Context: an optimization exercise on an open-source flow, tuned for small area and a short achievable clock period. The choices shown serve that exercise and are no tape-out recipe. Only simulation tests tie the RTL to the original design; equivalence was not proved. Power is estimated from default activity; no workload was simulated.

==> inputs of run K <==
==> flow/design.v (excerpt) <==
module processing_element (
    input clk,
    input [31:0] PCin,
    input [31:0] instruction,
    input mem_ack,
    input data_Ready,
    input [31:0] AmuxIn,
    input [31:0] BmuxIn,
    input        reset,
    output [31:0] mem_address,
    output reg reg_select,
    output reg mem_read,
    output [4:0] rs1Out,
    output [4:0] rs2Out,
    output [4:0] rdOut,
    output reg rdWrite,
    output reg mem_write,
    output [31:0] result_out,
    output reg read_en,
    output reg [31:0] PCout,
    output reg execution_complete
);
==> module alu32, before the edit <==
module alu32 (
    input  [31:0] A,
    input  [31:0] B,
    input  [31:0] Bm,      
    input  [4:0]  sel,
    output [31:0] y
);
    wire opADD = sel == 5'b00000;
    wire opSUB = sel == 5'b00001;
    wire opMUL = sel == 5'b00010;
    wire opSLL = sel == 5'b00100;
    wire opSRL = sel == 5'b00101;
    wire opEQ  = sel == 5'b00110;
    wire opAND = sel == 5'b01000;
    wire opOR  = sel == 5'b01001;
    wire opXOR = sel == 5'b01010;
    wire opSLTU= sel == 5'b01101;
    wire opSLT = sel == 5'b01110;
    wire opSRA = sel == 5'b01111;
    wire opSB  = sel == 5'b10000;
    wire opSH  = sel == 5'b10001;
    wire opZB  = sel == 5'b10010;
    wire opZH  = sel == 5'b10011;
    wire opW   = sel == 5'b10100;
    wire sub   = opSUB | opEQ | opSLT | opSLTU;
    wire arith = opADD | sub;
    wire shR   = opSRL | opSRA;
    wire shift = opSLL | shR;
    wire ext   = opSB | opSH | opZB | opZH | opW;
    wire sraA  = opSRA & B[31];
    wire big   = |B[31:5];
    integer k;
    wire [4:0]  samt = shift & ~sraA ? B[4:0] : 5'd0;
    wire [31:0] oh = 32'b1 << samt;
    wire        zeroY = shift & big & ~sraA;
    wire [31:0] Y = opMUL ? Bm : ((shift | ext | arith) & ~zeroY) ? oh : 32'b0;
    wire        sraF = opSRA & ~B[31] & A[31];
    reg  [31:0] Arev;
    always @(*) for (k = 0; k < 32; k = k + 1) Arev[k] = A[31-k];
    wire [31:0] X = shR ? Arev : A;
    reg  [31:0] thermo;
    always @(*) for (k = 0; k < 32; k = k + 1) thermo[k] = big | (B[4:0] > k);
    wire [31:0] C = ({32{arith}} & (B ^ {32{sub}})) | ({32{sraF}} & thermo);
    wire [31:0] P;
    mul32lo mul (.x(X), .y(Y), .c(C), .cin(sub), .p(P));
    reg  [31:0] Prev;
    always @(*) for (k = 0; k < 32; k = k + 1) Prev[k] = P[31-k];
    wire ltu = (A[31] != B[31]) ? B[31] : P[31];
    wire lt  = (A[31] != B[31]) ? A[31] : P[31];
    wire eq  = ~|P;
    wire [31:0] xr = A ^ B;
    wire [31:0] an = A & B;
    wire fb8  = opSB & A[7];
    wire fb16 = fb8 | (opSH & A[15]);
    wire [31:0] fill = {{16{fb16}}, {8{fb8}}, 8'b0};
    reg  [31:0] pmask;
    always @(*)
        for (k = 0; k < 32; k = k + 1)
            pmask[k] = opMUL | opSLL | opW | opADD | opSUB
                     | ((opSB | opZB) & (k < 8)) | ((opSH | opZH) & (k < 16));
    assign y = (pmask & P) | ({32{shR}} & Prev) | fill
             | ({32{opXOR | opOR}} & xr) | ({32{opAND | opOR}} & an)
             | {31'b0, (opEQ & eq) | (opSLTU & ltu) | (opSLT & lt)};
endmodule
clock: 70.0 ns
lec_check: 0
abc_area: 1
cap_margin: 20
core_margin: 2
core_utilization: 40
cts_buf_list: sky130_fd_sc_hd__clkbuf_4 sky130_fd_sc_hd__clkbuf_8
place_density: 0.6
slew_margin: 20
synth_hierarchical: 1
standard.sh (not shown) runs the stock make flow with config.mk's settings and CLKGATE_MAP_FILE= SYNTH_SCRIPT=/design/flow/synth_recipe.tcl, a recipe that flattens the netlist after the stock synthesis.
==> flow/flow/run.sh <==
#!/bin/bash
# The standard layout, with the input and output port buffers made of
# the smallest buffer cell instead of the one buffer_ports picks by itself.
set -euo pipefail
export BUFFER_PORTS_ARGS="-buffer_cell sky130_fd_sc_hd__buf_1"
bash standard.sh > standard.log 2>&1
==> inputs of run R, as changes to run K <==
--- a/flow/design.v
+++ b/flow/design.v
@@ -124,42 +124,41 @@
     wire arith = opADD | sub;
     wire shR   = opSRL | opSRA;
     wire shift = opSLL | shR;
     wire ext   = opSB | opSH | opZB | opZH | opW;
     wire sraA  = opSRA & B[31];
     wire big   = |B[31:5];
-    integer k;
     wire [4:0]  samt = shift & ~sraA ? B[4:0] : 5'd0;
     wire [31:0] oh = 32'b1 << samt;
     wire        zeroY = shift & big & ~sraA;
-    wire [31:0] Y = opMUL ? Bm : ((shift | ext | arith) & ~zeroY) ? oh : 32'b0;
-    wire        sraF = opSRA & ~B[31] & A[31];
     reg  [31:0] Arev;
+    integer k;
     always @(*) for (k = 0; k < 32; k = k + 1) Arev[k] = A[31-k];
     wire [31:0] X = shR ? Arev : A;
-    reg  [31:0] thermo;
-    always @(*) for (k = 0; k < 32; k = k + 1) thermo[k] = big | (B[4:0] > k);
-    wire [31:0] C = ({32{arith}} & (B ^ {32{sub}})) | ({32{sraF}} & thermo);
+    wire [31:0] Y = opMUL ? Bm : ((shift | ext | arith) & ~zeroY) ? oh : 32'b0;
+    wire [31:0] C = {32{arith}} & (B ^ {32{sub}});
     wire [31:0] P;
     mul32lo mul (.x(X), .y(Y), .c(C), .cin(sub), .p(P));
     reg  [31:0] Prev;
     always @(*) for (k = 0; k < 32; k = k + 1) Prev[k] = P[31-k];
     wire ltu = (A[31] != B[31]) ? B[31] : P[31];
     wire lt  = (A[31] != B[31]) ? A[31] : P[31];
     wire eq  = ~|P;
     wire [31:0] xr = A ^ B;
     wire [31:0] an = A & B;
-    wire fb8  = opSB & A[7];
-    wire fb16 = fb8 | (opSH & A[15]);
-    wire [31:0] fill = {{16{fb16}}, {8{fb8}}, 8'b0};
-    reg  [31:0] pmask;
-    always @(*)
-        for (k = 0; k < 32; k = k + 1)
+    wire fillbit = opSRA ? A[31] : opSB ? A[7] : A[15];
+    reg  [31:0] fillmask, pmask;
+    always @(*) begin
+        for (k = 0; k < 32; k = k + 1) begin
+            fillmask[k] = (opSRA & ~B[31] & (big | (k >= 32 - B[4:0]) & (B[4:0] != 0)))
+                        | (opSB & (k >= 8)) | (opSH & (k >= 16));
             pmask[k] = opMUL | opSLL | opW | opADD | opSUB
                      | ((opSB | opZB) & (k < 8)) | ((opSH | opZH) & (k < 16));
-    assign y = (pmask & P) | ({32{shR}} & Prev) | fill
+        end
+    end
+    assign y = (pmask & P) | ({32{shR}} & Prev) | ({32{fillbit}} & fillmask)
              | ({32{opXOR | opOR}} & xr) | ({32{opAND | opOR}} & an)
              | {31'b0, (opEQ & eq) | (opSLTU & ltu) | (opSLT & lt)};
 endmodule
 module mul32lo (
     input  [31:0] x,
     input  [31:0] y,
Settings changed: CTS_BUF_LIST sky130_fd_sc_hd__clkbuf_4 sky130_fd_sc_hd__clkbuf_8 to default.
==> inputs of run H, as changes to run K <==
--- a/flow/design.v
+++ b/flow/design.v
@@ -135,32 +135,34 @@
     wire        sraF = opSRA & ~B[31] & A[31];
     reg  [31:0] Arev;
     always @(*) for (k = 0; k < 32; k = k + 1) Arev[k] = A[31-k];
     wire [31:0] X = shR ? Arev : A;
     reg  [31:0] thermo;
     always @(*) for (k = 0; k < 32; k = k + 1) thermo[k] = big | (B[4:0] > k);
-    wire [31:0] C = ({32{arith}} & (B ^ {32{sub}})) | ({32{sraF}} & thermo);
+    wire [31:0] xr = A ^ B;
+    wire [31:0] an = A & B;
+    wire        lx = opXOR | opOR;
+    wire        la = opAND | opOR;
+    wire [31:0] C = ({32{arith}} & (B ^ {32{sub}})) | ({32{sraF}} & thermo)
+                  | ({32{lx}} & xr) | ({32{la}} & an);
     wire [31:0] P;
     mul32lo mul (.x(X), .y(Y), .c(C), .cin(sub), .p(P));
     reg  [31:0] Prev;
     always @(*) for (k = 0; k < 32; k = k + 1) Prev[k] = P[31-k];
     wire ltu = (A[31] != B[31]) ? B[31] : P[31];
     wire lt  = (A[31] != B[31]) ? A[31] : P[31];
     wire eq  = ~|P;
-    wire [31:0] xr = A ^ B;
-    wire [31:0] an = A & B;
     wire fb8  = opSB & A[7];
     wire fb16 = fb8 | (opSH & A[15]);
     wire [31:0] fill = {{16{fb16}}, {8{fb8}}, 8'b0};
     reg  [31:0] pmask;
     always @(*)
         for (k = 0; k < 32; k = k + 1)
-            pmask[k] = opMUL | opSLL | opW | opADD | opSUB
+            pmask[k] = opMUL | opSLL | opW | opADD | opSUB | lx | la
                      | ((opSB | opZB) & (k < 8)) | ((opSH | opZH) & (k < 16));
     assign y = (pmask & P) | ({32{shR}} & Prev) | fill
-             | ({32{opXOR | opOR}} & xr) | ({32{opAND | opOR}} & an)
              | {31'b0, (opEQ & eq) | (opSLTU & ltu) | (opSLT & lt)};
 endmodule
 module mul32lo (
     input  [31:0] x,
     input  [31:0] y,
     input  [31:0] c,
@@ -1037,35 +1039,45 @@
     output reg reg_select,
     output reg mem_read,
     output [4:0] rs1Out,
     output [4:0] rs2Out,
     output [4:0] rdOut,
     output reg rdWrite,
-    output reg mem_write,
+    output mem_write,
     output [31:0] result_out,
     output reg read_en,
     output reg [31:0] PCout,
     output reg execution_complete
 );
     reg first;
     always @(posedge clk or posedge reset)
         if (reset) first <= 1'b1;
         else       first <= 1'b0;
     reg [31:7] ir;
-    reg cLD, cIMM, cOP, cLUI, cST, cBR, cJAL;
+    reg [2:0] cls;
     always @(posedge clk)
         if (first) begin
-            ir   <= instruction[31:7];
-            cLD  <= instruction[6:0] == 7'b0000011;
-            cIMM <= instruction[6:0] == 7'b0010011;
-            cOP  <= instruction[6:0] == 7'b0110011;
-            cLUI <= instruction[6:0] == 7'b0110111;
-            cST  <= instruction[6:0] == 7'b0100011;
-            cBR  <= instruction[6:0] == 7'b1100011;
-            cJAL <= instruction[6:0] == 7'b1101111;
+            ir <= instruction[31:7];
+            case (instruction[6:0])
+                7'b0000011: cls <= 3'd1;
+                7'b0010011: cls <= 3'd2;
+                7'b0110011: cls <= 3'd3;
+                7'b0110111: cls <= 3'd4;
+                7'b0100011: cls <= 3'd5;
+                7'b1100011: cls <= 3'd6;
+                7'b1101111: cls <= 3'd7;
+                default:    cls <= 3'd0;
+            endcase
         end
+    wire cLD  = cls == 3'd1;
+    wire cIMM = cls == 3'd2;
+    wire cOP  = cls == 3'd3;
+    wire cLUI = cls == 3'd4;
+    wire cST  = cls == 3'd5;
+    wire cBR  = cls == 3'd6;
+    wire cJAL = cls == 3'd7;
     wire [4:0] rd  = ir[11:7];
     wire [2:0] f3  = ir[14:12];
     wire [4:0] rs1 = ir[19:15];
     wire [4:0] rs2 = ir[24:20];
     wire [6:0] f7  = ir[31:25];
     wire shimm = (f3 == 3'b001) || (f3 == 3'b101);
@@ -1089,12 +1101,13 @@
     reg        bimmf;       
     reg        osA;         
     reg        rs1en, rs2en;
     reg [4:0]  ALUsel;
     reg [31:0] A;
     reg [31:0] Breg;
+    reg [3:0]  mw;
     reg [31:0] R;           
     wire [31:0] B = bimmf ? immv : Breg;
     wire st_nz = |Breg;
     wire ta_nz = cST ? st_nz : brta;
     wire brcond = (f3 == 3'b000) ? R[0] :
                   (f3 == 3'b001) ? ~R[0] : 1'b0;
@@ -1213,20 +1226,24 @@
     wire apc  = cJAL | brtk;
     wire bimm = ~cOP & ~(cBR & ~brtk);
     wire [31:0] n_A = Aen ? (apc ? PCin : AmuxIn) : A;
     wire osBI = cLUI & ~mem_ack & (bimmf | Ben);
     always @(posedge clk) begin
         drs <= data_Ready;
+        mw[0] <= ~first & (mw[0] | (cST & drs & ta_nz & acs));
+        mw[1] <= ~first & (mw[1] | (cST & drs & ta_nz & acs));
+        mw[2] <= ~first & (mw[2] | (cST & drs & ta_nz & acs));
+        mw[3] <= ~first & (mw[3] | (cST & drs & ta_nz & acs));
         acs <= ac;
         go  <= ~first;
         ac  <= ~first & (ALUsel != 5'b11111);
         R   <= (~first & n_osA) ? n_A : (({32{~first & osBI}} & imm_u) | alu_y);
         if (first) begin
             brtk <= 0; brta <= 0; Aen <= 0; Ben <= 0; bimmf <= 0; osA <= 0;
             rs1en <= 0; rs2en <= 0; ALUsel <= 5'b11111;
-            reg_select <= 0; mem_read <= 0; rdWrite <= 0; mem_write <= 0;
+            reg_select <= 0; mem_read <= 0; rdWrite <= 0;
             read_en <= 0; execution_complete <= 0;
             A <= 0; Breg <= 0; PCout <= 0;
         end else begin
             brtk <= taken;
             if (taken) brta <= 1'b1;
             Aen <= n_Aen;
@@ -1236,13 +1253,12 @@
             rs1en <= cLD | cIMM | cOP | cST | cBR;
             if ((cOP | cBR) | (cST & ~drs & ta_nz)) rs2en <= 1'b1;
             ALUsel <= n_ALUsel;
             reg_select <= cOP | cBR | (cST & ~drs & ta_nz);
             mem_read <= n_mem_read;
             rdWrite <= n_rdWrite;
-            if (cST & drs & ta_nz & acs) mem_write <= 1'b1;
             read_en <= ((cLD | cIMM | cOP | cST) & ~drs) | cBR;
             execution_complete <= n_exec;
             A <= n_A;
             if (cST) begin
                 if (drs & ~st_nz & acs) Breg <= R;
             end else if (cJAL)
@@ -1255,11 +1271,13 @@
                 2'd2: PCout <= R;
                 default: PCout <= Breg;
             endcase
         end
     end
     assign result_out  = R;
-    assign mem_address = mem_write ? Breg : 32'b0;
+    assign mem_write   = mw[0];
+    assign mem_address = {{8{mw[3]}} & Breg[31:24], {8{mw[2]}} & Breg[23:16],
+                          {8{mw[1]}} & Breg[15:8],  {8{mw[0]}} & Breg[7:0]};
     assign rdOut  = rdWrite ? rd : 5'b0;
     assign rs1Out = rs1en ? rs1 : 5'b0;
     assign rs2Out = rs2en ? rs2 : 5'b0;
 endmodule
==> flow/flow/run.sh (replaced) <==
#!/bin/bash
# The standard layout, with two changes to how it is made:
# - the input and output port buffers are the smallest buffer cell instead of
#   the one buffer_ports picks by itself;
# - ORFS's setup repair (after floorplan, CTS and global routing) works on
#   the paths whose slack is under 55 ns, so that it also shortens the worst
#   paths to and from the ports instead of stopping at 0 ns slack; it repairs
#   only the worst 5% of those endpoints.
set -euo pipefail
export BUFFER_PORTS_ARGS="-buffer_cell sky130_fd_sc_hd__buf_1"
export SETUP_SLACK_MARGIN=55
export TNS_END_PERCENT=5
bash standard.sh > standard.log 2>&1
Settings changed: CTS_BUF_LIST sky130_fd_sc_hd__clkbuf_4 sky130_fd_sc_hd__clkbuf_8 to sky130_fd_sc_hd__clkbuf_8.
==> qor summary <==
quantity	run K	run H	run R
Instance area after placement	27,100 um^2	27,200 um^2	27,000 um^2
Sequential Power Share	0.493	0.483	0.458
Transition time of the tightest slew-check pin	1.19 ns	1.07 ns	1.23 ns
Max frequency	64.2 MHz	65.4 MHz	64.3 MHz
Hpwl dp	88.1 mm	87.1 mm	89.2 mm
Result of the run	complete, no violations	complete, no violations	complete, no violations
Gpl congestion	0.999	1.00	1.09
Area of the core region	63,200 um^2	63,200 um^2	63,100 um^2
Number of signal-net buffers in the layout	313	355	317
Worst flop-to-flop path startpoint	cST	cls[0]	cJAL
Detailed-route wire length on metal 1	46.7 mm	43.2 mm	43.9 mm
Portion of total power attributed to combinational logic	0.171	0.182	0.149
Largest fanout of any net on the critical path	33	6	34
Syn Nets	4,034	4,075	4,043
Timing startpoint of the critical path	mem_write	mw[2]	mem_write
Share of the clock period used by the worst path after layout	0.223	0.218	0.222
Antenna Cells	1	3	4
Routed wire length	113 mm	116 mm	115 mm
Number of filler cells placed in the layout	6,628	6,677	6,712
Register-to-register setup slack	57.06 ns	57.61 ns	56.54 ns
P_leak	0.0141 uW	0.0146 uW	0.0143 uW

[port drivers added, routing unchanged]
In the flow no input, the clock included, has a driving cell. The finished layouts below were timed again as built, in two steps.
Step 1: set_driving_cell puts a clkbuf_16 on clk and a buf_2 on each other input, an assumption about the parent block.
Step 2 times the ports against the registers' clock, not the clock port: input delays grow and output delays shrink by t, the midpoint of the rising clock arrivals with the driver on.
a / b / c = no drivers / after step 1 / after step 2; a / b = the first two.
| run | t, ns | slack for setup (ns) | worst setup path after step 2 | latest minus earliest clock arrival (ns) | worst data-port slew with drivers (ns) |
|---|---|---|---|---|---|
| run K | 0.546 | 54.418 / 54.372 / 54.270 | input to register | 0.022 / 0.022 | 0.09 |
| run R | 0.490 | 54.457 / 54.411 / 54.225 | input to register | 0.018 / 0.018 | 0.05 |
| run H | 0.582 | 54.719 / 54.670 / 54.323 | input to register | 0.028 / 0.028 | 0.07 |
After both steps every run listed still meets setup and hold. For run H, which loses most, drivers alone change the setup slack by -0.049 ns; drivers and shift together by -0.396 ns.
